This is an optimization exercise on Yosys and OpenROAD, whose aim is small area, not a production implementation.
Only simulation tests tie the RTL to the original design; equivalence was not proved.

## flow/design.v (module list and top-level ports; edited modules follow where they fit)
// module cpx_multiply: 1394 lines
// module dot_prod_pip: 619 lines
// module arg_max: 55 lines
// module arg_max_gt: 242 lines
// module x_corr: 71 lines
module x_corr #(parameter xi_bits = 12,
                parameter xq_bits = 12,
                parameter yi_bits = 12,
                parameter yq_bits = 12,
                parameter i_bits = 31,
                parameter q_bits = 31,
                parameter length = 102,
                parameter length_counter_bits = 7,
                parameter out_max_bits = 62
                )
   (input clk,
    input                              rst,
    output                             s_axis_tready,
    input [xi_bits - 1:0]              xi,
    input [xq_bits - 1:0]              xq,
    input [yi_bits - 1:0]              yi,
    input [yq_bits - 1:0]              yq,
    input                              m_axis_tvalid,
    input                              m_axis_tready,
    output [out_max_bits - 1:0]        out_max,
    output [length_counter_bits - 1:0] index,
    output                             s_axis_tvalid
    );
  // ...
==> flow/flow/run.sh <==
#!/bin/bash
# Layout flow:
#  1. the standard synthesis (standard.sh synth), unchanged;
#  2. the combinational logic of that netlist re-mapped for area by ABC
#     (flow/remap.ys, flow/remap.abc); registers, full/half adders and tie
#     cells keep their instances and names;
#  3. a polarity clean-up (flow/polarity.py): full adders built on
#     complemented signals, and XOR/XNOR swapped, where that saves inverters;
#  4. the standard ORFS layout from that netlist, with one-drive port
#     buffers and a clock tree of small buffers without dummy loads.
# Each tool's output goes to a log file in this folder.
set -euo pipefail
W=$(pwd)
R=$W/orfs/results/$FLOW_PLATFORM/x_corr/base
LIB=$FLOW_HOME/platforms/$FLOW_PLATFORM/lib/sky130_fd_sc_hd__tt_025C_1v80.lib
YOSYS=$(command -v yosys || echo "$FLOW_HOME/../tools/install/yosys/bin/yosys")
PERIOD_PS=$(python3 -c "print(int(round(float('$FLOW_PERIOD_NS') * 1000)))")

bash standard.sh synth > synth.log 2>&1
cp "$R/1_2_yosys.v" "$W/netlist_standard.v"

sed -e "s|LIBFILE|$LIB|g" -e "s|IN_NETLIST|$W/netlist_standard.v|" \
    -e "s|OUT_NETLIST|$W/netlist_remap.v|" -e "s|TOPNAME|$FLOW_TOP|" \
    -e "s|ABCSCRIPT|$W/flow/remap.abc|" -e "s|PERIOD_PS|$PERIOD_PS|" \
    flow/remap.ys > remap_run.ys
"$YOSYS" -s remap_run.ys > remap.log 2>&1

python3 flow/polarity.py "$W/netlist_remap.v" "$W/netlist_polarity.v" > polarity.log 2>&1
cp "$W/netlist_polarity.v" "$R/1_2_yosys.v"
rm -f "$R/1_synth.odb" "$R/1_synth.sdc"

bash standard.sh \
  BUFFER_PORTS_ARGS="-buffer_cell sky130_fd_sc_hd__buf_1" \
  CTS_ARGS="-sink_clustering_enable -repair_clock_nets -dont_use_dummy_load -sink_clustering_size 16 -sink_clustering_max_diameter 50 -buf_list {sky130_fd_sc_hd__clkbuf_8}" \
  finish > layout.log 2>&1
==> flow/flow/polarity.py <==
#!/usr/bin/env python3
"""Polarity clean-up of a mapped sky130 netlist (Yosys write_verilog output).

Full adders are self-dual: FA(~a,~b,~c) = (~sum, ~cout). Yosys's full-adder
extraction leaves many inverters between adders. This script chooses, per
full adder, whether to build it on complemented signals, and per XOR/XNOR
gate which of the two to use, so that as few inverters as possible remain.
Registers, ports and all other cells are left as they are. The result is
logically identical to the input netlist.

usage: polarity.py IN.v OUT.v
"""
import re, sys, random
from collections import defaultdict

P = "sky130_fd_sc_hd__"
OUTPINS = {"X", "Y", "Q", "Q_N", "SUM", "COUT", "HI", "LO"}

def esc(n):
    # escaped identifiers end at white space
    return n + " " if n.startswith("\\") else n

def main(src, dst):
    text = open(src).read()
    m = re.search(r"^\s*module\s", text, re.M)
    head_end = None
    cell_re = re.compile(r"^  (\S+) (\\\S+ |\S+) ?\((.*?)\n  \);\n", re.S | re.M)
    pin_re = re.compile(r"\.(\w+)\(([^()]*)\)")
    cells = []
    spans = []
    for mm in cell_re.finditer(text):
        typ, name, body = mm.group(1), mm.group(2).strip(), mm.group(3)
        pins = [(p, n.strip()) for p, n in pin_re.findall(body)]
        cells.append([typ, name, pins])
        spans.append((mm.start(), mm.end()))
    ncell_lines = len(re.findall(r"^  sky130_fd_sc_hd__", text, re.M))
    if not cells or ncell_lines != len(cells):
        # not the netlist format this script knows: leave it unchanged
        print(f"parsed {len(cells)} of {ncell_lines} cells; netlist left unchanged")
        open(dst, "w").write(text)
        return
    # the cells must form one contiguous block
    for (a, b), (c, d) in zip(spans, spans[1:]):
        if text[b:c].strip():
            print("text between cells; netlist left unchanged")
            open(dst, "w").write(text)
            return
    # ports
    ports = set()
    for mm in re.finditer(r"^\s*(input|output)\s+(\[(\d+):(\d+)\]\s*)?(\S+);", text, re.M):
        if mm.group(1) != "output":
            continue
        nm = mm.group(5)
        if mm.group(2):
            hi, lo = int(mm.group(3)), int(mm.group(4))
            for i in range(min(hi, lo), max(hi, lo) + 1):
                ports.add(f"{nm}[{i}]")
        else:
            ports.add(nm)
    isinv = lambda t: t.startswith(P + "inv_") or t.startswith(P + "clkinv_")
    isfa = lambda t: t.startswith(P + "fa_")
    isxor = lambda t: t.startswith(P + "xor2_") or t.startswith(P + "xnor2_")
    driver = {}
    loads = defaultdict(list)
    for ci, (typ, name, pins) in enumerate(cells):
        for p, n in pins:
            if p in OUTPINS:
                driver[n] = (ci, p)
            else:
                loads[n].append((ci, p))
    # root resolution through inverters
    memo = {}
    def root(n):
        if n in memo:
            return memo[n]
        d = driver.get(n)
        if d is not None and isinv(cells[d[0]][0]):
            inp = dict(cells[d[0]][2])["A"]
            r, q = root(inp)
            res = (r, q ^ 1)
        else:
            res = (n, 0)
        memo[n] = res
        return res
    # inverters that drive ports stay; everything else is rebuilt
    keep_inv = set()
    for ci, (typ, name, pins) in enumerate(cells):
        if isinv(typ):
            out = dict(pins)["Y"]
            if out in ports:
                keep_inv.add(ci)
    # flippable cells: FA (not driving ports), XOR/XNOR (free)
    flip = {}
    fa_cells = []
    for ci, (typ, name, pins) in enumerate(cells):
        if isfa(typ):
            outs = [n for p, n in pins if p in OUTPINS]
            if not any(o in ports for o in outs):
                flip[ci] = 0
                fa_cells.append(ci)
        elif isxor(typ):
            outs = [n for p, n in pins if p in OUTPINS]
            if not any(o in ports for o in outs):
                flip[ci] = 0
    # load requirements: list of (ci, pin, root, parity) for non-inverter loads
    # and kept inverters (which need parity on their input)
    reqs = defaultdict(list)     # root -> list of (ci, pin, q)
    cell_in_roots = defaultdict(list)
    for ci, (typ, name, pins) in enumerate(cells):
        if isinv(typ) and ci not in keep_inv:
            continue
        for p, n in pins:
            if p in OUTPINS:
                continue
            if n.startswith("1'") or n.startswith("0'"):
                continue
            r, q = root(n)
            reqs[r].append((ci, p, q))
            cell_in_roots[ci].append(r)
    for n in ports:
        r, q = root(n)
        d = driver.get(n)
        if d is not None and isinv(cells[d[0]][0]):
            continue  # handled by kept inverter
        if n != r:
            print("port through buffer?", n, r)
    def phys(r):
        d = driver.get(r)
        if d is not None and d[0] in flip and isfa(cells[d[0]][0]):
            return flip[d[0]]
        if d is not None and d[0] in flip and isxor(cells[d[0]][0]):
            return flip[d[0]]
        return 0
    def need_inv(r):
        pr = phys(r)
        for ci, p, q in reqs[r]:
            t = cells[ci][0]
            if ci in flip and isxor(t):
                continue  # absorbed
            f = flip.get(ci, 0) if isfa(t) else 0
            if (q ^ f) != pr:
                return 1
        return 0
    def cost_roots(rs):
        return sum(need_inv(r) for r in rs)
    def touched(ci):
        rs = set(cell_in_roots[ci])
        for p, n in cells[ci][2]:
            if p in OUTPINS:
                rs.add(n)
        return rs
    allroots = set(reqs.keys())
    before = cost_roots(allroots)
    flippable = list(flip.keys())
    tt = {ci: touched(ci) for ci in flippable}
    # greedy passes, then simulated annealing, keeping the best assignment
    random.seed(1)
    cur = before
    best = cur
    best_flip = dict(flip)
    it = 0
    T = 0.6
    steps = 400 * len(flippable)
    for step in range(steps):
        ci = flippable[random.randrange(len(flippable))]
        rs = tt[ci]
        c0 = cost_roots(rs)
        flip[ci] ^= 1
        c1 = cost_roots(rs)
        d = c1 - c0
        if d <= 0 or random.random() < pow(2.718, -d / T):
            cur += d
            if cur < best:
                best = cur
                best_flip = dict(flip)
        else:
            flip[ci] ^= 1
        T = max(0.05, 0.6 * (1 - step / steps))
    flip.update(best_flip)
    improved = True
    while improved:
        improved = False
        it += 1
        for ci in flippable:
            rs = tt[ci]
            c0 = cost_roots(rs)
            flip[ci] ^= 1
            if cost_roots(rs) < c0:
                improved = True
            else:
                flip[ci] ^= 1
    after = cost_roots(allroots)
    # rebuild: for each root needing an inverter, one new inverter
    invnet = {}
    newcells = []
    k = 0
    for r in sorted(allroots):
        if need_inv(r):
            k += 1
            nn = f"_pol{k}_"
            invnet[r] = nn
            newcells.append((P + "inv_1", f"_polinv{k}_", [("A", r), ("Y", nn)]))
    def conn(ci, p, n):
        r, q = root(n)
        t = cells[ci][0]
        if ci in flip and isxor(t):
            return r
        f = flip.get(ci, 0) if isfa(t) else 0
        if (q ^ f) != phys(r):
            return invnet[r]
        return r
    out_cells = []
    for ci, (typ, name, pins) in enumerate(cells):
        if isinv(typ) and ci not in keep_inv:
            continue
        newpins = []
        if ci in flip and isxor(typ):
            # parity absorbed: xor of physical inputs vs wanted
            par = flip[ci]
            for p, n in pins:
                if p in OUTPINS:
                    newpins.append((p, n))
                    continue
                r, q = root(n)
                par ^= q ^ phys(r)
                newpins.append((p, r))
            base = "xor2_" if typ.startswith(P + "xor2_") else "xnor2_"
            # cell value = base(phys inputs); wanted output physical = true ^ flip
            # true = base(true inputs) = base(phys) ^ (q^phys parity sum)
            isx = (base == "xor2_")
            want_x = isx ^ bool(par)
            drive = typ.split("_")[-1]
            typ2 = P + ("xor2_" if want_x else "xnor2_") + drive
            opin = "X" if want_x else "Y"
            newpins = [((opin if p in OUTPINS else p), n) for p, n in newpins]
            out_cells.append((typ2, name, newpins))
            continue
        for p, n in pins:
            if p in OUTPINS or n.startswith("1'") or n.startswith("0'"):
                newpins.append((p, n))
            else:
                newpins.append((p, conn(ci, p, n)))
        out_cells.append((typ, name, newpins))
    out_cells.extend(newcells)
    # write: header (everything before first cell), declare new wires, cells, endmodule
    first = spans[0][0]
    last = spans[-1][1]
    head = text[:first]
    tail = text[last:]
    decl = "".join(f"  wire _pol{i}_;\n" for i in range(1, k + 1))
    body = []
    for typ, name, pins in out_cells:
        body.append(f"  {typ} {esc(name)} (\n" + ",\n".join(f"    .{p}({esc(n)})" for p, n in pins) + "\n  );\n")
    open(dst, "w").write(head + decl + "".join(body) + tail)
    ninv0 = sum(1 for c in cells if isinv(c[0]))
    print(f"cells {len(cells)}; inverters {ninv0} -> {len(keep_inv) + k}; roots needing inverter {before} -> {after}; passes {it}")
    nfl = sum(1 for ci in fa_cells if flip[ci])
    print(f"full adders flipped: {nfl} of {len(fa_cells)}")

if __name__ == "__main__":
    main(sys.argv[1], sys.argv[2])
==> flow/flow/remap.abc <==
strash
dch
map -a
topo
stime -c
buffer -c
upsize -c
dnsize -c
==> flow/flow/remap.ys <==
# Re-map the combinational logic of the standard synthesis netlist for area.
# Registers, full and half adders and tie cells are kept as they are (same
# instances and names); everything else is flattened to gates and mapped
# again by ABC with an area-first script (flow/remap.abc).
read_liberty -ignore_miss_func LIBFILE
read_verilog IN_NETLIST
hierarchy -top TOPNAME
blackbox sky130_fd_sc_hd__fa_1 sky130_fd_sc_hd__ha_1 sky130_fd_sc_hd__dfxtp_1 sky130_fd_sc_hd__edfxtp_1 sky130_fd_sc_hd__conb_1
flatten
rename -hide w:_*
opt_clean -purge
stat
abc -liberty LIBFILE -script ABCSCRIPT -D PERIOD_PS -dont_use sky130_fd_sc_hd__probe_p_8 -dont_use sky130_fd_sc_hd__probec_p_8 -dont_use sky130_fd_sc_hd__lpflow_*
rename -hide w:_*
opt_clean -purge
insbuf -buf sky130_fd_sc_hd__buf_4 A X
stat -liberty LIBFILE
write_verilog -noattr OUT_NETLIST
==> flow/standard.sh <==
#!/bin/bash
# synth_recipe.tcl (not shown) runs the flow's synth.tcl, then flattens the netlist and writes it again
# the make line also repeats each setting of config.mk as NAME=value (left out here)
make -C /OpenROAD-flow-scripts/flow DESIGN_CONFIG=/design/flow/config.mk WORK_HOME=/design/flow/orfs CLKGATE_MAP_FILE= SYNTH_SCRIPT=/design/flow/synth_recipe.tcl "${@:-finish}"
==> flow/config.mk <==
export PLATFORM = sky130hd
export DESIGN_NAME = x_corr
export DESIGN_NICKNAME = x_corr
export VERILOG_FILES = /design/flow/design.v
export SDC_FILE = /design/flow/constraint.sdc
export NUM_CORES = 4
export LEC_CHECK = 0
export ABC_AREA = 1
export CAP_MARGIN = 20
export CORE_MARGIN = 2
export CORE_UTILIZATION = 40
export SLEW_MARGIN = 20
==> flow/constraint.sdc <==
create_clock -name core_clock -period 10.0 [get_ports {clk}]
set_input_delay 2.0000 -clock core_clock [delete_from_list [all_inputs] [get_ports {clk}]]
set_output_delay 2.0000 -clock core_clock [all_outputs]
set_load 0.01 [all_outputs]
==> impl_metrics.ini, run 1 <==
[finish]
final_nets = 4169
n_all_buffers = 239
seqCellArea_mm2 = 0.006187
clk_share = 0.01641
layout_commonest_cell = inv_1
multi_input_area_share = 0.6648
n_antenna_cell = 5
area_delta_synth_final_pct = 8.483

[detailed_routing]
first_pass_iters = 6
drtIter0Drc = 1854
drc = 0
routed_wl_mm = 96.19

[timing]
maxSlewViolCount = 0
finalSetupViolCount = 0

[cts]
htreeDepth = 2
clockRootBuffer = clkbuf_8
numCtsBuffers = 40

[worst_setup_path]
critPathMaxStageDelay_ps = 530
r2r-start = mg.ore_w[0]
start_kind = register
cp.arrival_ps = 9630
path_delay_family = simple AND/OR/NAND/NOR gates
required_ps = 10550
cp.depth = 47

[run_status]
status = no timing/DRC/antenna violations

[worst_hold_path]
hold_class = reg -> reg

[global_route]
grt_use_met3 = 0.04361
overflow = 0

[place]
dp_cells = 4484
gp_congestion = 1.010

[floorplanning]
core_mm2 = 0.07620
rows = 101
==> run 2: changes to the inputs <==
--- a/flow/flow/run.sh
+++ b/flow/flow/run.sh
@@ -1,7 +1,9 @@
 #!/bin/bash
 # Layout flow:
 #  1. the standard synthesis (standard.sh synth), unchanged;
-#  2. the combinational logic of that netlist re-mapped for area by ABC
+#  2. full adders of that netlist given the polarity that needs the fewest
+#     inverters between adders, registers and ports (flow/polarity.py --pre),
+#     then the combinational logic re-mapped for area by ABC
 #     (flow/remap.ys, flow/remap.abc); registers, full/half adders and tie
 #     cells keep their instances and names;
 #  3. a polarity clean-up (flow/polarity.py): full adders built on
@@ -18,8 +20,9 @@
 
 bash standard.sh synth > synth.log 2>&1
 cp "$R/1_2_yosys.v" "$W/netlist_standard.v"
+python3 flow/polarity.py --pre "$W/netlist_standard.v" "$W/netlist_prepol.v" > prepolarity.log 2>&1
 
-sed -e "s|LIBFILE|$LIB|g" -e "s|IN_NETLIST|$W/netlist_standard.v|" \
+sed -e "s|LIBFILE|$LIB|g" -e "s|IN_NETLIST|$W/netlist_prepol.v|" \
     -e "s|OUT_NETLIST|$W/netlist_remap.v|" -e "s|TOPNAME|$FLOW_TOP|" \
     -e "s|ABCSCRIPT|$W/flow/remap.abc|" -e "s|PERIOD_PS|$PERIOD_PS|" \
     flow/remap.ys > remap_run.ys
@@ -31,5 +34,5 @@
 
 bash standard.sh \
   BUFFER_PORTS_ARGS="-buffer_cell sky130_fd_sc_hd__buf_1" \
-  CTS_ARGS="-sink_clustering_enable -repair_clock_nets -dont_use_dummy_load -sink_clustering_size 16 -sink_clustering_max_diameter 50 -buf_list {sky130_fd_sc_hd__clkbuf_8}" \
+  CTS_ARGS="-sink_clustering_enable -repair_clock_nets -dont_use_dummy_load -sink_clustering_size 10 -sink_clustering_max_diameter 35 -buf_list {sky130_fd_sc_hd__clkbuf_4}" \
   finish > layout.log 2>&1
--- a/flow/flow/polarity.py
+++ b/flow/flow/polarity.py
@@ -19,6 +19,8 @@
 def esc(n):
     # escaped identifiers end at white space
     return n + " " if n.startswith("\\") else n
+
+PRE = False
 
 def main(src, dst):
     text = open(src).read()
@@ -60,6 +62,8 @@
     isinv = lambda t: t.startswith(P + "inv_") or t.startswith(P + "clkinv_")
     isfa = lambda t: t.startswith(P + "fa_")
     isxor = lambda t: t.startswith(P + "xor2_") or t.startswith(P + "xnor2_")
+    isfixed = lambda t: (t.startswith(P + "fa_") or t.startswith(P + "ha_") or
+                         "dfxtp" in t or "conb" in t)
     driver = {}
     loads = defaultdict(list)
     for ci, (typ, name, pins) in enumerate(cells):
@@ -98,7 +102,7 @@
             if not any(o in ports for o in outs):
                 flip[ci] = 0
                 fa_cells.append(ci)
-        elif isxor(typ):
+        elif isxor(typ) and not PRE:
             outs = [n for p, n in pins if p in OUTPINS]
             if not any(o in ports for o in outs):
                 flip[ci] = 0
@@ -131,8 +135,21 @@
         if d is not None and d[0] in flip and isxor(cells[d[0]][0]):
             return flip[d[0]]
         return 0
-    def need_inv(r):
+    def need_inv(r, cost=True):
         pr = phys(r)
+        if PRE and cost:
+            d = driver.get(r)
+            free_drv = d is not None and not isfixed(cells[d[0]][0])
+            seen = set()
+            for ci, p, q in reqs[r]:
+                t = cells[ci][0]
+                if not isfixed(t) and not (ci in keep_inv):
+                    continue  # plain logic: absorbs an inversion when mapped again
+                f = flip.get(ci, 0) if isfa(t) else 0
+                seen.add((q ^ f) != pr)
+            if free_drv:
+                return 1 if len(seen) == 2 else 0
+            return 1 if True in seen else 0
         for ci, p, q in reqs[r]:
             t = cells[ci][0]
             if ci in flip and isxor(t):
@@ -195,7 +212,7 @@
     newcells = []
     k = 0
     for r in sorted(allroots):
-        if need_inv(r):
+        if need_inv(r, cost=False):
             k += 1
             nn = f"_pol{k}_"
             invnet[r] = nn
@@ -203,7 +220,7 @@
     def conn(ci, p, n):
         r, q = root(n)
         t = cells[ci][0]
-        if ci in flip and isxor(t):
+        if ci in flip and isxor(t) and not PRE:
             return r
         f = flip.get(ci, 0) if isfa(t) else 0
         if (q ^ f) != phys(r):
@@ -258,4 +275,6 @@
     print(f"full adders flipped: {nfl} of {len(fa_cells)}")
 
 if __name__ == "__main__":
-    main(sys.argv[1], sys.argv[2])
+    args = [a for a in sys.argv[1:] if not a.startswith("--")]
+    PRE = "--pre" in sys.argv
+    main(args[0], args[1])
==> impl_metrics.ini, run 2 <==
[finish]
area_delta_synth_final_pct = 8.309
layout_commonest_cell = fa_1
drive_gt1_frac = 0.07298
largest_reg_flops = 60
layout_common_cells = fa_1 (413), inv_1 (409), o22ai_1 (390)
reg_top3 = am.omax (60), mg.mag (56)
final_nets = 4128
stdcell_area_mm2 = 0.03334
top_register = am.omax

[cts]
numCtsBuffers = 70
clockRootBuffer = clkbuf_4
cts_tree = done
numClockSinks = 278
cts_resized = 0
htreeDepth = 3
clock_latency_ps = 850
cts_setup_buffers = 0
holdBufCountCts = 0
clk_pin_slew_ps = 70
max-clock-path-buffers = 3

[worst_setup_path]
critPathBufInv = 10
path_delay_family = compound AO/OA/AOI/OAI gates
start_kind = register
crit_path_top_delay_cell = fa_1
path_common_cell = inv_1
critPathMaxStageDelay_ps = 540
required_ps = 10710
endpoint_kind = register
path_class = reg -> reg
cp_max_fo = 32
cp.arrival_ps = 9790

[detailed_routing]
vias = 24833
first_pass_iters = 6
final_antenna_net_count = 0
vias_per_cell = 5.534
routed_wl_mm = 93.46
wl_per_cell_um = 20.83
drtIter0Drc = 2037
drc = 0

[timing]
period_needed_ps = 9081
fmax_ghz = 0.1101
tns_ps = 0
worst_pin_slew_ps = 975.5
finalCritPeriodShare = 0.9081
fin_ws_ps = 919.1
finalSetupViolCount = 0
grt_setup_unrepaired = false
maxSlewViolCount = 0
finClkSkew_ps = 91.04
timing.hold.ws_ps = 473.2
max_slew_margin = 0.3411
hold_violations = 0

[place]
hpwlAfterDp_mm = 73.96
dpl-instance-area_mm2 = 0.03280
place_ws_ps = 244.1
io_buffers = 120
gp_congestion = 0.9810

[run_status]
status = no timing/DRC/antenna violations

[worst_hold_path]
hold_class = reg -> reg

[floorplanning]
start_util = 0.4046
fp.dieW_um = 281.4
ios = 123
rows = 101
die_area_mm2 = 0.07919
die_height_um = 281.4
core_mm2 = 0.07608

[global_route]
grt_use_total = 0.2392
grt_max_degree = 78
antenna_found_initial = 8
grt_pass1_vias = 25188
overflow = 0
grt_pass1_wl_mm = 145.7

[synth]
yosys_warnings = 3
avgSynthCellArea_um2 = 9.302
synth_area_mm2 = 0.03078
syn_inst = 3309

[job]
drv_cap = 0
## run 2: path summary, 6_finish.rpt
path | startpoint | endpoint | slack (ps) | depth (start not counted)
worst max-delay path | mg.ore_w[2] | am.omax[0] | 920 | 47
worst max register to register | mg.ore_w[2] | am.omax[0] | 920 | 47
worst min register to register | am.omax[30] | am.omax[30] | 470 | 2
worst min-delay path | am.omax[30] | am.omax[30] | 470 | 2
## run 2: final cells by class
class | count | area, um^2
Fill cell | 7510 | 42740
Multi-Input combinational cell | 2462 | 22450
Sequential cell | 278 | 6190
Inverter | 411 | 1543
Timing Repair Buffer | 232 | 1328
Tap cell | 1030 | 1289
Clock buffer | 70 | 525.5
Antenna cell | 4 | 10.01
## run 2: per-layer routing
metal / vias to the layer above / GRT usage / share of wire
li1: 11539 / - / -
met1: 11946 / 0.3091 / 0.42
met2: 1082 / 0.3945 / 0.47
met4: 0 / 0.1004 / 0.045
met3: 266 / 0.04317 / 0.072
met5: - / 0 / 0
## run 2: metrics by stage
stage,util,cells
finish,0.4382,4487
global route,0.4382,4486
CTS,0.4381,4483
floorplan,-,3310
detailed placement,0.4312,4413
global placement,0.4311,4413
## run 2: worst min-delay path, delay by kind of cell (launching register included)
family | cells | cell delay [ps]
AOI/OAI and AO/OA | 1 | 60
buffers and inverters | 1 | 60
DFF | 1 | 310
==> run 3: changes to the inputs <==
==> flow/flow/remap.abc (replaced) <==
strash
dch -f
map -a
strash
dch -f
map -a
topo
stime -c
buffer -c
upsize -c
dnsize -c
==> impl_metrics.ini, run 3 <==
[run_status]
status = no timing/DRC/antenna violations

[detailed_routing]
wl_per_cell_um = 21.39
drtIter0Drc = 1952
routed_wl_mm = 94.78
vias = 24611
vias_per_cell = 5.556
first_pass_iters = 7
drc = 0
final_antenna_net_count = 0

[global_route]
grt_pass1_wl_mm = 147.5
grt_pass1_vias = 24888
grt_max_degree = 72
antenna_found_initial = 4
overflow = 0
grt_use_total = 0.2452

[synth]
avgSynthCellArea_um2 = 9.221
yosys_warnings = 3
synth_area_mm2 = 0.03028
syn_inst = 3284

[worst_setup_path]
endpoint_kind = register
start_kind = primary input
path_common_cell = fa_1
cp_max_fo = 17
critPathMaxStageDelay_ps = 560
cp.arrival_ps = 9850
crit_path_top_delay_cell = fa_1
path_class = in -> reg
required_ps = 10640

[timing]
finClkSkew_ps = 116.6
finalSetupViolCount = 0
max_slew_margin = 0.4040
hold_violations = 0
worst_pin_slew_ps = 887.2
tns_ps = 0
fmax_ghz = 0.1085
timing.hold.ws_ps = 471.4
finalCritPeriodShare = 0.9215
maxSlewViolCount = 0
period_needed_ps = 9215

[place]
dp_cells = 4366
io_buffers = 120
hpwlAfterDp_mm = 75.53
gp_congestion = 0.9590

[cts]
clock_latency_ps = 840
clk_pin_slew_ps = 50
holdBufCountCts = 0
numClockSinks = 278
cts_tree = done
cts_resized = 0
cts_setup_buffers = 0
numCtsBuffers = 61
max-clock-path-buffers = 3
htreeDepth = 2
clockRootBuffer = clkbuf_4

[finish]
layout_commonest_cell = inv_1
seqCellArea_mm2 = 0.006191
reg_top3 = am.omax (60), mg.mag (56)
multi_input_area_mm2 = 0.02203
drive_gt1_frac = 0.06854
largest_reg_flops = 60
fin_cells = 4430
layout_common_cells = inv_1 (422), fa_1 (413), o22ai_1 (402)
top_register = am.omax
area_delta_synth_final_pct = 9.040
nFillCells = 7323
final_nets = 4133

[worst_hold_path]
hold_class = reg -> reg

[floorplanning]
die_height_um = 279.2
ios = 123
fp.dieW_um = 279.2
core_mm2 = 0.07470
die_area_mm2 = 0.07792
rows = 100
start_util = 0.4054

[job]
drv_cap = 0
run 3: changes by cell type in the layout (fill, tap and decap cells not counted), sizes merged, moves of 5 or more:
| cell | before | now |
|---|---|---|
| a21oi | 175 | 113 |
| buf | 223 | 251 |
| clkbuf | 79 | 68 |
| inv | 411 | 423 |
| mux2 | 6 | 0 |
| nand2 | 206 | 266 |
| nand3 | 54 | 46 |
| nand4 | 29 | 24 |
| nor2 | 206 | 192 |
| nor3 | 34 | 42 |
| nor4 | 15 | 20 |
| o221ai | 9 | 4 |
| o22ai | 390 | 402 |
run 3: routing by layer:
layer	global-route usage	wire length (um)
met1	0.3253	39890
met2	0.4009	44410
met3	0.03899	6693
met4	0.09581	3778
met5	0	0
run 3: metrics by stage:
step	worst slack, ps	utilization	area, um^2
floorplan	22.26	-	30290
global placement	60.86	0.4354	32520
detailed placement	54.79	0.4354	32520
CTS	570.3	0.4415	32980
global route	-0.6901	0.4421	33020
finish	785.5	0.4421	33020
run 3: worst paths after layout:
| kind | start | to | slack, ps | depth (start not counted) |
|---|---|---|---|---|
| max | m_axis_tvalid | mg.oim_w[3] | 790 | 34 |
| min | cnt[6] | cnt[6] | 470 | 2 |
| max reg2reg | mg.ore_w[1] | am.omax[15] | 930 | 52 |
| min reg2reg | cnt[6] | cnt[6] | 470 | 2 |
run 3: area by class of cell:
type | instances | area share
Antenna cell | 3 | 0.0002274
Clock buffer | 61 | 0.01387
Inverter | 423 | 0.04808
Multi-Input combinational cell | 2438 | 0.6672
Sequential cell | 278 | 0.1875
Tap cell | 969 | 0.03672
Timing Repair Buffer | 258 | 0.04642
run 3: critical path: cells and delay by family:
kind	cells	cell delay, ps
fa+ha+maj	8	3690
simple gates	13	1740
compound gates	7	1210
xor+xnor	2	610
buf+inv	4	570
==> run 4: changes to the inputs <==
==> flow/flow/remap.abc (replaced) <==
strash
dch -f
map -a
topo
stime -c
upsize -c
dnsize -c
--- a/flow/config.mk
+++ b/flow/config.mk
@@ -9,4 +9,5 @@
 export CAP_MARGIN = 20
 export CORE_MARGIN = 2
 export CORE_UTILIZATION = 40
+export GPL_TIMING_DRIVEN = 0
 export SLEW_MARGIN = 20
==> impl_metrics.ini, run 4 <==
[run_status]
status = no timing/DRC/antenna violations

[global_route]
grt_pass1_wl_mm = 144.4
grt_max_degree = 54
overflow = 0
grt_pass1_vias = 25362
grt_use_total = 0.2377
antenna_found_initial = 3

[finish]
stdcell_area_mm2 = 0.03325
final_nets = 4046
top_register = am.omax
nFillCells = 7264
seqCellArea_mm2 = 0.006198
drive_gt1_frac = 0.06170
utilization = 0.4467
largest_reg_flops = 60
area_delta_synth_final_pct = 10.73
layout_common_cells = fa_1 (413), inv_1 (394), o22ai_1 (389)
fin_cells = 4341
multi_input_area_mm2 = 0.02262
reg_top3 = am.omax (60), mg.mag (56)
layout_commonest_cell = fa_1

[timing]
fin_ws_ps = 357.5
worst_pin_slew_ps = 1228
period_needed_ps = 9642
maxSlewViolCount = 0
finalCritPeriodShare = 0.9642
finClkSkew_ps = 143.6
fmax_ghz = 0.1037
hold_violations = 0
max_slew_margin = 0.1814
tns_ps = 0
timing.hold.ws_ps = 467.1
finalSetupViolCount = 0

[floorplanning]
die_area_mm2 = 0.07729
fp.dieW_um = 278.0
rows = 100
core_mm2 = 0.07445
start_util = 0.4034
die_height_um = 278.0
ios = 123

[worst_setup_path]
start_kind = primary input
cp_max_fo = 24
endpoint_kind = register
cp.arrival_ps = 10400
path_class = in -> reg
critPathLaunch = yq[0]
required_ps = 10750
r2r-start = mg.ore_w[2]

[detailed_routing]
final_antenna_net_count = 0
drtIter0Drc = 1855
vias_per_cell = 5.676
wl_per_cell_um = 21.07
drc = 0
routed_wl_mm = 91.48
first_pass_iters = 6
vias = 24641

[job]
drv_cap = 0

[cts]
clk_pin_slew_ps = 80
numClockSinks = 278
htreeDepth = 2
clock_latency_ps = 880
max-clock-path-buffers = 3
holdBufCountCts = 0
clockRootBuffer = clkbuf_4
cts_tree = done
numCtsBuffers = 61

[synth]
syn_inst = 3135
avgSynthCellArea_um2 = 9.579
synth_area_mm2 = 0.03003
yosys_warnings = 3

[place]
gp_congestion = 0.9189
dp_cells = 4245
hpwlAfterDp_mm = 67.65
dpl-instance-area_mm2 = 0.03227
place_ws_ps = -1604
io_buffers = 120

[worst_hold_path]
hold_class = reg -> reg
holdCritStartpoint = am.index[4]
run 4: worst paths after layout:
check,cells after the start,to,slack [ps]
worst min-delay path,2,am.index[4],470
worst max-delay path,27,mg.oim_w[0],360
worst max register to register,45,am.omax[3],640
worst min register to register,2,am.index[4],470
run 4: per-layer routing:
metal  track usage  wire length (um)
met1        0.3107             37960
met2        0.3816             42160
met3       0.04433              7056
met4        0.1110              4291
met5             0                12
run 4: repair_timing:
action	CTS	global route
cloned	3	3
setup buffers	4	20
pin swaps	4	9
resized for setup	13	30
endpoints found under the setup margin	67	81
run 4: area by class of cell:
cell class                      instances  share of cell area
Multi-Input combinational cell       2461              0.6802
Sequential cell                       278              0.1864
Inverter                              401             0.04579
Timing Repair Buffer                  168             0.03687
Tap cell                              969             0.03646
Clock buffer                           61             0.01377
Buffer                                  1           0.0002258
Timing Repair inverter                  1           0.0001505
Antenna cell                            1          0.00007525
run 4: critical path, stage by stage:
cell and delay, ps:
buf_1 640, clkinvlp_4 800, nand2_2 590, o22ai_1 150, xor2_1 220, fa_1 510
fa_1 470, fa_1 560, fa_1 440, fa_1 510, ha_1 360, a21oi_1 160
o21ai_0 100, nor2_1 300, inv_1 160, nand2_1 80, o211ai_1 250, nand2_1 140
o2111ai_1 280, fa_1 480, xor2_1 190, nor2_1 240, nand2_1 70, o21ai_0 100
xor2_1 280, nor2_1 120, a31oi_1 200
==> run 5: changes to the inputs <==
==> flow/flow/remap.abc (replaced) <==
strash
dch -f
map -a
topo
stime -c
buffer -c
upsize -c
dnsize -c
--- a/flow/config.mk
+++ b/flow/config.mk
@@ -9,5 +9,4 @@
 export CAP_MARGIN = 20
 export CORE_MARGIN = 2
 export CORE_UTILIZATION = 40
-export GPL_TIMING_DRIVEN = 0
 export SLEW_MARGIN = 20
==> impl_metrics.ini, run 5 <==
[cts]
numClockSinks = 278
clk_pin_slew_ps = 70
clock_latency_ps = 880
clockRootBuffer = clkbuf_4
cts_tree = done
htreeDepth = 2
numCtsBuffers = 61
holdBufCountCts = 0
max-clock-path-buffers = 3

[finish]
top_register = am.omax
final_nets = 4099
utilization = 0.4346
reg_top3 = am.omax (60), mg.mag (56)
layout_common_cells = fa_1 (413), xor2_1 (404), inv_1 (399)
largest_reg_flops = 60
layout_commonest_cell = fa_1
area_delta_synth_final_pct = 7.763
drive_gt1_frac = 0.06133
stdcell_area_mm2 = 0.03295

[floorplanning]
rows = 101
core_mm2 = 0.07582
ios = 123
fp.dieW_um = 280.5
die_height_um = 280.5
die_area_mm2 = 0.07867
start_util = 0.4033

[detailed_routing]
routed_wl_mm = 92.25
wl_per_cell_um = 20.95
vias = 24623
drc = 0
first_pass_iters = 6
drtIter0Drc = 1880
final_antenna_net_count = 0
vias_per_cell = 5.591

[timing]
finalSetupViolCount = 0
maxSlewViolCount = 0
tns_ps = 0
period_needed_ps = 9052
hold_violations = 0
grt_setup_unrepaired = false
worst_pin_slew_ps = 1081
finClkSkew_ps = 157.3
finalCritPeriodShare = 0.9052
max_slew_margin = 0.2727
fmax_ghz = 0.1105

[global_route]
grt_pass1_vias = 24978
grt_pass1_wl_mm = 144.7
antenna_found_initial = 8
grt_max_degree = 104
grt_use_total = 0.2373
overflow = 0

[place]
io_buffers = 120
dpl-instance-area_mm2 = 0.03247
hpwlAfterDp_mm = 73.39
gp_congestion = 0.9918

[worst_setup_path]
crit_path_top_delay_cell = fa_1
critPathLaunch = mg.ore_w[2]
cp_max_fo = 103
cp-endpoint = am.omax[4]
regToRegSetupSlack_ps = 950
critPathMaxStageDelay_ps = 520
path_common_cell = nand2_1
required_ps = 10660
start_kind = register
path_class = reg -> reg
r2r-start = mg.ore_w[2]
endpoint_kind = register
cp.arrival_ps = 9710
timing.rr.end = am.omax[4]
reg2reg_depth = 45

[run_status]
status = no timing/DRC/antenna violations

[synth]
synth_area_mm2 = 0.03058
yosys_warnings = 3
avgSynthCellArea_um2 = 9.293
syn_inst = 3290

[worst_hold_path]
hold_class = reg -> reg

[job]
drv_cap = 0
==> run 5: routing by layer <==
layer  share of wire  track usage  up-vias  routed length (um)
li1                -            -    11446                   -
met4           0.043      0.09735        6                3953
met1            0.44       0.3242    11847               40220
met5         0.00043            0        -                  40
met3           0.074      0.03997      251                6830
met2            0.45       0.3729     1073               41210
==> run 5: final cells by class <==
cell class	count	area (um^2)
timing repair buffer	228	1282
inverter	401	1505
fill	7545	42870
clock buffer	61	457.9
tap	978	1224
multi-input combinational	2456	22290
sequential	278	6190
antenna	2	5.005
==> run 5: timing repair <==
item / 4_1_cts / 5_1_grt
setup endpoints to repair: 0 / 52
setup buffers: 0 / 0
gates resized for setup: 0 / 4
==> run 5: how the worst min path moves through the flow <==
| stage | startpoint | end | slack, ps | depth (start not counted) |
|---|---|---|---|---|
| after floorplan | am.icounter[3] | am.index[3] | 480 | 2 |
| after global placement | am.omax[35] | am.omax[35] | 470 | 2 |
| after detailed placement | am.omax[14] | am.omax[14] | 470 | 2 |
| after CTS | am.icounter[6] | am.index[6] | 430 | 2 |
| after global routing | am.icounter[3] | am.index[3] | 470 | 2 |
| final | am.icounter[6] | am.index[6] | 420 | 2 |
==> run 5: critical path: cells and delay by family (launching register included) <==
family	cells	cell delay (ps)
AO/OA/AOI/OAI	10	1920
XOR/XNOR	2	430
adder cells (fa/ha/maj)	6	2240
buffers and inverters	5	750
flip-flops	1	410
AND/OR/NAND/NOR	22	3120
==> run 5: through the flow <==
stage	hold slack [ps]	cells	setup slack (ps)
final	424.7	4404	947.7
after detailed placement	469.3	4341	312.6
after CTS	426.8	4402	562.9
after floorplan	475.9	3291	853.8
after global routing	470.8	4403	91.90
after global placement	467.5	4341	455.7
==> run 6: changes to the inputs <==
--- a/flow/flow/run.sh
+++ b/flow/flow/run.sh
@@ -4,7 +4,7 @@
 #  2. full adders of that netlist given the polarity that needs the fewest
 #     inverters between adders, registers and ports (flow/polarity.py --pre),
 #     then the combinational logic re-mapped for area by ABC
-#     (flow/remap.ys, flow/remap.abc); registers, full/half adders and tie
+#     (flow/remap.ys, flow/remap.abc); registers, full adders and tie
 #     cells keep their instances and names;
 #  3. a polarity clean-up (flow/polarity.py): full adders built on
 #     complemented signals, and XOR/XNOR swapped, where that saves inverters;
==> flow/flow/remap.abc (replaced) <==
strash
dch -f
map -a
strash
dch -f
map -a
topo
stime -c
buffer -c
upsize -c
dnsize -c
--- a/flow/flow/remap.ys
+++ b/flow/flow/remap.ys
@@ -1,11 +1,11 @@
 # Re-map the combinational logic of the standard synthesis netlist for area.
-# Registers, full and half adders and tie cells are kept as they are (same
+# Registers, full adders and tie cells are kept as they are (same
 # instances and names); everything else is flattened to gates and mapped
 # again by ABC with an area-first script (flow/remap.abc).
 read_liberty -ignore_miss_func LIBFILE
 read_verilog IN_NETLIST
 hierarchy -top TOPNAME
-blackbox sky130_fd_sc_hd__fa_1 sky130_fd_sc_hd__ha_1 sky130_fd_sc_hd__dfxtp_1 sky130_fd_sc_hd__edfxtp_1 sky130_fd_sc_hd__conb_1
+blackbox sky130_fd_sc_hd__fa_1 sky130_fd_sc_hd__dfxtp_1 sky130_fd_sc_hd__edfxtp_1 sky130_fd_sc_hd__conb_1
 flatten
 rename -hide w:_*
 opt_clean -purge
==> impl_metrics.ini, run 6 <==
[run_status]
status = no timing/DRC/antenna violations

[job]
drv_cap = 0

[finish]
fin_cells = 4618
drive_gt1_frac = 0.08811
layout_common_cells = xor2_1 (419), o22ai_1 (414), fa_1 (413)
area_delta_synth_final_pct = 10.02
utilization = 0.4426
largest_reg_flops = 60
layout_commonest_cell = xor2_1
top_register = am.omax
final_nets = 4110
reg_top3 = am.omax (60), mg.mag (56)

[worst_setup_path]
start_kind = primary input
cp_max_fo = 15
critPathBufInv = 9
required_ps = 10660
path_delay_family = adder cells
critPathMaxStageDelay_ps = 540
cp.arrival_ps = 10020
endpoint_kind = register
crit_path_top_delay_cell = fa_1
path_class = in -> reg
path_common_cell = fa_1

[place]
dp_cells = 4548
hpwlAfterDp_mm = 75.62
gp_congestion = 1.001
io_buffers = 120

[floorplanning]
rows = 100
core_mm2 = 0.07407
start_util = 0.4022
ios = 123
fp.dieW_um = 276.9
die_height_um = 276.9
die_area_mm2 = 0.07669

[detailed_routing]
routed_wl_mm = 97.02
drc = 0
vias_per_cell = 5.621
drtIter0Drc = 2575
first_pass_iters = 6
wl_per_cell_um = 21.01
vias = 25957
final_antenna_net_count = 0

[synth]
avgSynthCellArea_um2 = 8.689
syn_inst = 3429
synth_area_mm2 = 0.02979
yosys_warnings = 3

[timing]
hold_violations = 0
finClkSkew_ps = 100.9
maxSlewViolCount = 0
period_needed_ps = 9361
fmax_ghz = 0.1068
finalCritPeriodShare = 0.9361
max_slew_margin = 0.2937
finalSetupViolCount = 0
worst_pin_slew_ps = 1052
grt_setup_unrepaired = false

[worst_hold_path]
hold_class = reg -> reg

[global_route]
grt_max_degree = 65
grt_pass1_vias = 25753
antenna_found_initial = 11
overflow = 0
grt_use_total = 0.2526
grt_pass1_wl_mm = 150.2

[cts]
clk_pin_slew_ps = 80
htreeDepth = 2
holdBufCountCts = 0
numCtsBuffers = 58
max-clock-path-buffers = 3
cts_tree = done
numClockSinks = 278
clockRootBuffer = clkbuf_4
clock_latency_ps = 860
[run 6: cell types whose count changed in the layout (fill, tap and decap cells not counted), sizes merged, moves of 10 or more]
cell   delta
nand4    -11
buf      +91
inv      -23
a21oi    -11
nand3    -10
and2     +28
o22ai    +27
xor2     +17
nor3     +11
nand2    +75
xnor2    +28
ha      -208
nor2    +179
o21ai    +44
[run 6: path summary, 6_finish.rpt]
path / cells past startpoint / slack, ps / end / from
setup / recovery: 43 / 640 / mg.ore_w[4] / m_axis_tvalid
hold / removal: 2 / 480 / am.result_collected_buff / am.s_axis_tvalid
setup reg to reg: 49 / 750 / am.omax[4] / mg.ore_w[1]
hold reg to reg: 2 / 480 / am.result_collected_buff / am.s_axis_tvalid
[run 6: metrics by stage]
step	hold WS (ps)	TNS (ps)	cell area, um^2	setup slack [ps]
2_1_floorplan	436.0	0	29800	405.4
3_3_place_gp	455.2	-141.3	32240	-74.61
3_5_place_dp	461.9	-841.7	32240	-212.4
4_1_cts	477.3	0	32680	395.5
5_1_grt	498.9	0	32770	25.38
6_report	479.9	0	32780	639.1
[run 6: worst min-delay path: cells and delay by family (launching register included)]
kind	cells	cell delay (ps)
flip-flops	1	340
AND/OR/NAND/NOR	2	100
[run 6: final cells by class]
type | instances | area [um^2]
Sequential cell | 278 | 6192
Inverter | 380 | 1444
Multi-Input combinational cell | 2609 | 21460
Clock buffer | 58 | 435.4
Tap cell | 969 | 1212
Antenna cell | 6 | 15.01
Fill cell | 7425 | 41290
Timing Repair Buffer | 317 | 2014
Timing Repair inverter | 1 | 5.005
[run 6: timing repair]
item	CTS	global route
endpoints found under the setup margin	0	69
gates resized for setup	0	10
buffers inserted	0	5
[run 6: metal layers]
| layer | part of all wire | global-route usage | wire [um] | vias up |
|---|---|---|---|---|
| li1 | - | - | - | 11894 |
| met4 | 0.060 | 0.1315 | 5787 | 6 |
| met2 | 0.44 | 0.3971 | 42900 | 1267 |
| met5 | 0.00040 | 0 | 39 | - |
| met1 | 0.42 | 0.3388 | 40890 | 12424 |
| met3 | 0.076 | 0.03662 | 7401 | 366 |
==> run 7: changes to the inputs <==
==> flow/flow/remap.abc (replaced) <==
strash
dch -f
map -a
topo
stime -c
buffer -c
upsize -c
dnsize -c
==> impl_metrics.ini, run 7 <==
[detailed_routing]
vias = 25628
wl_per_cell_um = 20.67
routed_wl_mm = 96.09
first_pass_iters = 8
drc = 0
final_antenna_net_count = 0
drtIter0Drc = 2041
vias_per_cell = 5.513

[finish]
final_nets = 4143
multi_input_area_mm2 = 0.02159
layout_common_cells = nor2_1 (430), xor2_1 (428), inv_1 (420)
layout_commonest_cell = nor2_1
fin_cells = 4649
top_register = am.omax
reg_top3 = am.omax (60), mg.mag (56)
seqCellArea_mm2 = 0.006190
area_delta_synth_final_pct = 8.556
nFillCells = 7405
largest_reg_flops = 60
drive_gt1_frac = 0.07182

[worst_setup_path]
path_common_cell = inv_1
cp_max_fo = 24
start_kind = register
critPathMaxStageDelay_ps = 590
required_ps = 10640
crit_path_top_delay_cell = a2111oi_0
endpoint_kind = register
path_class = reg -> reg
cp.arrival_ps = 9690

[synth]
yosys_warnings = 3
synth_area_mm2 = 0.03002
syn_inst = 3510
avgSynthCellArea_um2 = 8.553

[place]
hpwlAfterDp_mm = 75.36
io_buffers = 120
gp_congestion = 0.9972
dp_cells = 4579

[worst_hold_path]
hold_class = reg -> reg

[floorplanning]
die_height_um = 278.0
die_area_mm2 = 0.07726
ios = 123
fp.dieW_um = 278.0
start_util = 0.4040
core_mm2 = 0.07432
rows = 100

[timing]
max_slew_margin = 0.4414
maxSlewViolCount = 0
tns_ps = 0
worst_pin_slew_ps = 837.0
finalSetupViolCount = 0
grt_setup_unrepaired = false
finalCritPeriodShare = 0.9052
period_needed_ps = 9052
finClkSkew_ps = 119.7
fmax_ghz = 0.1105
hold_violations = 0
timing.hold.ws_ps = 462.9

[global_route]
grt_pass1_vias = 25446
grt_use_total = 0.2492
overflow = 0
grt_max_degree = 62
grt_pass1_wl_mm = 148.9
antenna_found_initial = 6

[job]
drv_cap = 0

[cts]
cts_setup_buffers = 0
clock_latency_ps = 850
clk_pin_slew_ps = 70
holdBufCountCts = 0
htreeDepth = 3
cts_resized = 0
numCtsBuffers = 66
clockRootBuffer = clkbuf_4
max-clock-path-buffers = 3
cts_tree = done
numClockSinks = 278

[run_status]
status = no timing/DRC/antenna violations
## run 7: metal layers
| metal | global-route usage | vias to the layer above | wire length [um] |
|---|---|---|---|
| met5 | 0 | - | 32 |
| met3 | 0.04533 | 244 | 7350 |
| met1 | 0.3345 | 12313 | 41180 |
| met2 | 0.3984 | 1061 | 43610 |
| met4 | 0.09938 | 4 | 3909 |
| li1 | - | 12006 | - |
## run 7: final timing paths
check / startpoint / end / slack (ps) / depth (start not counted)
max: mg.ore_w[2] / am.omax[16] / 950 / 46
min: am.index[4] / am.index[4] / 460 / 2
max reg2reg: mg.ore_w[2] / am.omax[16] / 950 / 46
min reg2reg: am.index[4] / am.index[4] / 460 / 2
## run 7: final cells by class
type | instances | area share
multi-input combinational | 2652 | 0.6626
sequential | 278 | 0.1899
inverter | 422 | 0.04860
timing repair buffer | 258 | 0.04618
tap | 969 | 0.03720
clock buffer | 66 | 0.01520
antenna | 4 | 0.0003071
## run 7: stage by stage
stage	worst slack (ps)	area, um^2	util
finish	948.3	32590	0.4385
detailed placement	211.1	32080	0.4317
floorplan	686.3	30030	-
CTS	942.0	32580	0.4383
global route	89.67	32590	0.4385
global placement	252.3	32080	0.4317
## run 7: critical path, delay by kind of cell, from the launching register on
family / cells / cell delay [ps]
AOI/OAI and AO/OA: 15 / 2770
xor gates and xnor gates: 2 / 500
adders and majority gates: 3 / 1450
buffers and inverters: 11 / 1840
DFF: 1 / 510
and+or+nand+nor: 15 / 1880
==> run 8: changes to the inputs <==
--- a/flow/flow/run.sh
+++ b/flow/flow/run.sh
@@ -4,7 +4,7 @@
 #  2. full adders of that netlist given the polarity that needs the fewest
 #     inverters between adders, registers and ports (flow/polarity.py --pre),
 #     then the combinational logic re-mapped for area by ABC
-#     (flow/remap.ys, flow/remap.abc); registers, full adders and tie
+#     (flow/remap.ys, flow/remap.abc); registers, full/half adders and tie
 #     cells keep their instances and names;
 #  3. a polarity clean-up (flow/polarity.py): full adders built on
 #     complemented signals, and XOR/XNOR swapped, where that saves inverters;
@@ -32,7 +32,12 @@
 cp "$W/netlist_polarity.v" "$R/1_2_yosys.v"
 rm -f "$R/1_synth.odb" "$R/1_synth.sdc"
 
+# the platform's don't-use cells, plus the larger plain buffers, so that the
+# resizer buffers with one- and two-drive cells
+DONT_USE="sky130_fd_sc_hd__probe_p_8 sky130_fd_sc_hd__probec_p_8 sky130_fd_sc_hd__lpflow_bleeder_1 sky130_fd_sc_hd__lpflow_clkbufkapwr_1 sky130_fd_sc_hd__lpflow_clkbufkapwr_16 sky130_fd_sc_hd__lpflow_clkbufkapwr_2 sky130_fd_sc_hd__lpflow_clkbufkapwr_4 sky130_fd_sc_hd__lpflow_clkbufkapwr_8 sky130_fd_sc_hd__lpflow_clkinvkapwr_1 sky130_fd_sc_hd__lpflow_clkinvkapwr_16 sky130_fd_sc_hd__lpflow_clkinvkapwr_2 sky130_fd_sc_hd__lpflow_clkinvkapwr_4 sky130_fd_sc_hd__lpflow_clkinvkapwr_8 sky130_fd_sc_hd__lpflow_decapkapwr_12 sky130_fd_sc_hd__lpflow_decapkapwr_3 sky130_fd_sc_hd__lpflow_decapkapwr_4 sky130_fd_sc_hd__lpflow_decapkapwr_6 sky130_fd_sc_hd__lpflow_decapkapwr_8 sky130_fd_sc_hd__lpflow_inputiso0n_1 sky130_fd_sc_hd__lpflow_inputiso0p_1 sky130_fd_sc_hd__lpflow_inputiso1n_1 sky130_fd_sc_hd__lpflow_inputiso1p_1 sky130_fd_sc_hd__lpflow_inputisolatch_1 sky130_fd_sc_hd__lpflow_isobufsrc_1 sky130_fd_sc_hd__lpflow_isobufsrc_16 sky130_fd_sc_hd__lpflow_isobufsrc_2 sky130_fd_sc_hd__lpflow_isobufsrc_4 sky130_fd_sc_hd__lpflow_isobufsrc_8 sky130_fd_sc_hd__lpflow_isobufsrckapwr_16 sky130_fd_sc_hd__lpflow_lsbuf_lh_hl_isowell_tap_1 sky130_fd_sc_hd__lpflow_lsbuf_lh_hl_isowell_tap_2 sky130_fd_sc_hd__lpflow_lsbuf_lh_hl_isowell_tap_4 sky130_fd_sc_hd__lpflow_lsbuf_lh_isowell_4 sky130_fd_sc_hd__lpflow_lsbuf_lh_isowell_tap_1 sky130_fd_sc_hd__lpflow_lsbuf_lh_isowell_tap_2 sky130_fd_sc_hd__lpflow_lsbuf_lh_isowell_tap_4 sky130_fd_sc_hd__buf_4 sky130_fd_sc_hd__buf_6 sky130_fd_sc_hd__buf_8 sky130_fd_sc_hd__buf_12 sky130_fd_sc_hd__buf_16"
+
 bash standard.sh \
+  DONT_USE_CELLS="$DONT_USE" \
   BUFFER_PORTS_ARGS="-buffer_cell sky130_fd_sc_hd__buf_1" \
   CTS_ARGS="-sink_clustering_enable -repair_clock_nets -dont_use_dummy_load -sink_clustering_size 10 -sink_clustering_max_diameter 35 -buf_list {sky130_fd_sc_hd__clkbuf_4}" \
   finish > layout.log 2>&1
--- a/flow/flow/remap.ys
+++ b/flow/flow/remap.ys
@@ -1,11 +1,11 @@
 # Re-map the combinational logic of the standard synthesis netlist for area.
-# Registers, full adders and tie cells are kept as they are (same
+# Registers, full and half adders and tie cells are kept as they are (same
 # instances and names); everything else is flattened to gates and mapped
 # again by ABC with an area-first script (flow/remap.abc).
 read_liberty -ignore_miss_func LIBFILE
 read_verilog IN_NETLIST
 hierarchy -top TOPNAME
-blackbox sky130_fd_sc_hd__fa_1 sky130_fd_sc_hd__dfxtp_1 sky130_fd_sc_hd__edfxtp_1 sky130_fd_sc_hd__conb_1
+blackbox sky130_fd_sc_hd__fa_1 sky130_fd_sc_hd__ha_1 sky130_fd_sc_hd__dfxtp_1 sky130_fd_sc_hd__edfxtp_1 sky130_fd_sc_hd__conb_1
 flatten
 rename -hide w:_*
 opt_clean -purge
==> impl_metrics.ini, run 8 <==
[detailed_routing]
vias_per_cell = 5.587
wl_per_cell_um = 21.08
final_antenna_net_count = 0
vias = 24755
drtIter0Drc = 2122
routed_wl_mm = 93.42
drc = 0
first_pass_iters = 5

[floorplanning]
die_height_um = 280.5
core_mm2 = 0.07582
rows = 101
die_area_mm2 = 0.07867
ios = 123
start_util = 0.4033
fp.dieW_um = 280.5

[global_route]
grt_use_met3 = 0.04555
top_usage_layer = met2
grt_max_degree = 48
grt_use_total = 0.2412
overflow = 0
grt_pass1_wl_mm = 146.3
grt_use_met2 = 0.3762
grt_pass1_vias = 25110
antenna_found_initial = 8
use_met1 = 0.3272

[finish]
stdcell_area_mm2 = 0.03356
layout_common_cells = fa_1 (413), xor2_1 (404), inv_1 (399)
layout_commonest_cell = fa_1
final_nets = 4122
area_delta_synth_final_pct = 9.760
largest_reg_flops = 60
fin_cells = 4431
reg_top3 = am.omax (60), mg.mag (56)
utilization = 0.4426
top_register = am.omax
drive_gt1_frac = 0.04468

[worst_setup_path]
cp.arrival_ps = 10070
required_ps = 10710
path_common_cell = fa_1
start_kind = primary input
crit_path_top_delay_cell = nor2_1
critPathBufInv = 5
endpoint_kind = register
cp_max_fo = 15
path_class = in -> reg
critPathMaxStageDelay_ps = 680
path_delay_family = adder cells

[timing]
maxSlewViolCount = 0
max_slew_margin = 0.3109
fmax_ghz = 0.1068
finalCritPeriodShare = 0.9362
timing.hold.ws_ps = 467.2
finClkSkew_ps = 144.1
hold_violations = 0
period_needed_ps = 9362
tns_ps = 0
worst_pin_slew_ps = 1034
grt_setup_unrepaired = false
finalSetupViolCount = 0

[cts]
numCtsBuffers = 60
max-clock-path-buffers = 3
clk_pin_slew_ps = 110
numClockSinks = 278
clockRootBuffer = clkbuf_4
cts_setup_buffers = 0
cts_resized = 0
holdBufCountCts = 0
cts_tree = done
clock_latency_ps = 900
htreeDepth = 2

[run_status]
status = no timing/DRC/antenna violations

[worst_hold_path]
hold_class = reg -> reg

[place]
gp_congestion = 0.9764
hpwlAfterDp_mm = 74.64
io_buffers = 120
dp_cells = 4365
dpl-instance-area_mm2 = 0.03311

[synth]
yosys_warnings = 3
synth_area_mm2 = 0.03058
syn_inst = 3290
avgSynthCellArea_um2 = 9.293

[job]
drv_cap = 0
==> run 8: worst register-to-register path: cells and delay by family (launching register included) <==
kind                       cells  cell delay [ps]
xor gates and xnor gates       2              450
adders and majority gates      6             2280
and+or+nand+nor               22             2990
AOI/OAI and AO/OA             10             2010
buffers and inverters          5              980
DFF                            1              390
==> run 8: worst paths after layout <==
check                      from          end  slack (ps)  cells after the start
setup reg to reg    mg.ore_w[2]   am.omax[2]         820                     45
hold reg to reg     am.index[4]  am.index[4]         470                      2
hold / removal      am.index[4]  am.index[4]         470                      2
setup / recovery  m_axis_tvalid  mg.ore_w[3]         640                     30
==> run 8: area by class of cell <==
| class | instances | area (um^2) |
|---|---|---|
| Antenna cell | 6 | 15.01 |
| Clock buffer | 60 | 450.4 |
| Fill cell | 7456 | 42260 |
| Inverter | 401 | 1506 |
| Multi-Input combinational cell | 2456 | 22290 |
| Sequential cell | 278 | 6190 |
| Tap cell | 978 | 1224 |
| Timing Repair Buffer | 252 | 1889 |
==> run 8: stage by stage <==
step / setup slack, ps
final: 638.4
after global routing: 60.79
after CTS: 661.3
after detailed placement: -219.4
after global placement: -61.27
after floorplan: 853.8
==> run 8: routing by layer <==
| layer | up-vias | part of all wire |
|---|---|---|
| met5 | - | 0 |
| met4 | 0 | 0.047 |
| met3 | 254 | 0.079 |
| met2 | 1036 | 0.44 |
| met1 | 11940 | 0.43 |
| li1 | 11525 | - |

==> port drivers added, routing unchanged <==
In the flow no input, the clock included, has a driving cell. The finished layouts below were timed again as built, in two steps.
Step 1 sets driving cells, clkbuf_16 on the clock port and buf_2 on the other inputs (assumed; they add their load-dependent delay and slew).
Step 2 adds t to the input delays and takes it off the output delays; t is the mean of the earliest and latest rising clock arrival at the registers after step 1. Input paths then give back, and output paths get back, about the clock's delay inside the block.
a / b / c = ideal ports / drivers / drivers and shift; a / b = the first two.
run | t (ns) | setup WS [ns] | worst hold slack (ns) | worst setup path at the end | slew at the worst register clock pin (ns)
run 1 | 0.689 | 0.924 / 0.924 / 0.371 | 0.475 / 0.475 / 0.475 | input to register | 0.10 / 0.10
run 2 | 0.860 | 0.919 / 0.919 / 0.169 | 0.473 / 0.473 / 0.473 | input to register | 0.11 / 0.11
run 3 | 0.848 | 0.785 / 0.828 / -0.019 | 0.471 / 0.471 / 0.471 | input to register | 0.10 / 0.10
run 4 | 0.866 | 0.358 / 0.380 / -0.486 | 0.467 / 0.467 / 0.467 | input to register | 0.10 / 0.10
run 5 | 0.864 | 0.948 / 0.948 / 0.295 | 0.425 / 0.425 / 0.425 | input to register | 0.10 / 0.10
run 6 | 0.867 | 0.639 / 0.677 / -0.190 | 0.480 / 0.480 / 0.480 | input to register | 0.10 / 0.10
run 7 | 0.852 | 0.948 / 0.948 / 0.203 | 0.463 / 0.463 / 0.463 | input to register | 0.11 / 0.11
run 8 | 0.891 | 0.638 / 0.677 / -0.214 | 0.467 / 0.467 / 0.467 | input to register | 0.11 / 0.11
Met with ideal ports but missed after step 2: setup timing in run 3, run 4, run 6 and run 8. The setup slack of run 8, which loses most, moves by +0.039 ns with the drivers and by -0.852 ns with both steps.
